Source: an optimization exercise on an open RTL-to-GDS flow (aim: small area and a short achievable clock period). Production flows keep margins and buffers that such runs may drop.
Only simulation tests tie the RTL to the original design; equivalence was not proved.
Power and IR drop assume default switching activity.

## build 17
// top
module top(clk, reset, imem_addr, imem_data, dmem_addr, dmem_wdata, dmem_we, dmem_rdata, writed);
export LEC_CHECK = 0
export CAP_MARGIN = 20
export CORE_MARGIN = 2
export CORE_UTILIZATION = 40
export CTS_CLUSTER_DIAMETER = 120
export CTS_CLUSTER_SIZE = 24
export PLACE_DENSITY = 0.6
export SETUP_SLACK_MARGIN = 3.0
export SLEW_MARGIN = 20
export SYNTH_HIERARCHICAL = 1
export TNS_END_PERCENT = 30
create_clock -name core_clock -period 5.5 [get_ports {clk}]
standard.sh (not shown) runs the stock make flow with config.mk's settings and CLKGATE_MAP_FILE= SYNTH_SCRIPT=/design/flow/synth_recipe.tcl, a recipe that flattens the netlist after the stock synthesis.
==> flow/flow/run.sh <==
#!/bin/bash
# The standard layout, with buf_2 cells (instead of the flow's default pick)
# buffering the input and output ports. make's output goes to flow_make.log;
# each ORFS step also keeps its own log under orfs/logs/.
set -euo pipefail
bash standard.sh 'BUFFER_PORTS_ARGS=-buffer_cell sky130_fd_sc_hd__buf_2' finish > flow_make.log 2>&1
Build 17 reached the end of the flow, and the finished layout is clean on the timing, DRC and antenna checks.
## Diff of input files: build 26 against build 17
# build 17
export LEC_CHECK = 0
export CAP_MARGIN = 20
export CORE_MARGIN = 2
export CORE_UTILIZATION = 40
export CTS_CLUSTER_DIAMETER = 120
export CTS_CLUSTER_SIZE = 24
export PLACE_DENSITY = 0.6
export SETUP_SLACK_MARGIN = 3.0
export SLEW_MARGIN = 20
export SYNTH_HIERARCHICAL = 1
export TNS_END_PERCENT = 30
create_clock -name core_clock -period 5.5 [get_ports {clk}]
# build 26
export LEC_CHECK = 0
export CAP_MARGIN = 20
export CORE_MARGIN = 2
export CORE_UTILIZATION = 50
export CTS_CLUSTER_DIAMETER = 120
export CTS_CLUSTER_SIZE = 24
export PLACE_DENSITY = 0.65
export SETUP_SLACK_MARGIN = 3.0
export SLEW_MARGIN = 20
export SYNTH_HIERARCHICAL = 1
create_clock -name core_clock -period 5.5 [get_ports {clk}]
Notes after the runs:
Build 17 → build 26: design area ~0 delta, number of clock sinks seen by CTS ~0 delta, fraction of the core area covered by cells at the end of the flow +12 points, power density of the placed cells ~0 delta, overall via count from detail_route +about 0.55%. Compared to build 17, build 26 has register-to-register slack 30 ps lower. Sort build 17 and build 26 by shortest period the worst path allows desc -> top: build 26. The final hold slack on build 17 is in line with that on build 26.
Input changes introduced in build 10 (baseline for comparison: build 26):
# build 26
export LEC_CHECK = 0
export CAP_MARGIN = 20
export CORE_MARGIN = 2
export CORE_UTILIZATION = 50
export CTS_CLUSTER_DIAMETER = 120
export CTS_CLUSTER_SIZE = 24
export PLACE_DENSITY = 0.65
export SETUP_SLACK_MARGIN = 3.0
export SLEW_MARGIN = 20
export SYNTH_HIERARCHICAL = 1
create_clock -name core_clock -period 5.5 [get_ports {clk}]
# build 10
export LEC_CHECK = 0
export CAP_MARGIN = 20
export CORE_MARGIN = 2
export CORE_UTILIZATION = 40
export CTS_CLUSTER_DIAMETER = 120
export CTS_CLUSTER_SIZE = 24
export PLACE_DENSITY = 0.6
export SETUP_SLACK_MARGIN = 3.0
export SLEW_MARGIN = 20
export SYNTH_HIERARCHICAL = 1
create_clock -name core_clock -period 5.5 [get_ports {clk}]
### Flow results
- [compare] base=build 26 new=build 10: routed length on met2 now sits higher; critical path depth now sits lower; source-to-sink clock delay at the later pin of the worst-skew pair now sits higher; maximum fanout along the worst path now sits higher.
- Build 10 vs build 26 — fmax rose 0.018 GHz.


Starting RTL as in the previous note.
==> flow/config.mk <==
export PLATFORM = sky130hd
export DESIGN_NAME = top
export DESIGN_NICKNAME = top
export VERILOG_FILES = /design/flow/design.v
export SDC_FILE = /design/flow/constraint.sdc
export NUM_CORES = 4
export LEC_CHECK = 0
export CAP_MARGIN = 20
export CORE_MARGIN = 2
export CORE_UTILIZATION = 40
export CTS_CLUSTER_DIAMETER = 120
export CTS_CLUSTER_SIZE = 24
export PLACE_DENSITY = 0.6
export SETUP_SLACK_MARGIN = 3.15
export SLEW_MARGIN = 20
export SYNTH_HIERARCHICAL = 1
==> flow/constraint.sdc <==
create_clock -name core_clock -period 5.5 [get_ports {clk}]
set_input_delay 1.1000 -clock core_clock [delete_from_list [all_inputs] [get_ports {clk}]]
set_output_delay 1.1000 -clock core_clock [all_outputs]
set_load 0.01 [all_outputs]
Scripts as last shown in full above: flow/flow/run.sh
Change:
Settings changed: CTS_CLUSTER_DIAMETER 120 to not set, CTS_CLUSTER_SIZE 24 to not set, SETUP_SLACK_MARGIN 3.15 to 3.0.
Final area grows by 2.6%.
Global-route usage went up by 0.23 points.
Wire length shrinks by 4.9%.

## afterwards: timing with drivers on the ports
The flow's constraints put no driver on any port. The routed layouts listed below were extracted and timed again, unchanged, in two steps. Step 1: set_driving_cell puts a clkbuf_16 on clk and a buf_2 on each other input, an assumption about the parent block. Step 2 times the ports against the registers' clock, not the clock port: input delays grow and output delays shrink by t, the midpoint of the rising clock arrivals with the driver on. a / b / c = no drivers / after step 1 / after step 2; a / b = the first two.
| run | t, ns | setup WS [ns] | worst hold slack (ns) | worst setup path after step 2 |
|---|---|---|---|---|
| build 17 | 0.784 | 2.844 / 2.842 / 2.400 | 0.329 / 0.329 / 0.329 | input to register |
| build 26 | 0.737 | 2.813 / 2.813 / 2.476 | 0.330 / 0.330 / 0.330 | input to register |
| build 10 | 0.784 | 2.936 / 2.899 / 2.500 | 0.329 / 0.329 / 0.329 | input to register |
| the first run of note 2 | 0.798 | 2.932 / 2.932 / 2.626 | 0.334 / 0.334 / 0.334 | input to register |
| the second run of note 2 | 0.853 | 2.926 / 2.926 / 2.451 | 0.324 / 0.324 / 0.324 | input to register |
After both steps every run listed still meets setup and hold. For the second run of note 2, which loses most, drivers alone change the setup slack by 0.000 ns; drivers and shift together by -0.475 ns.
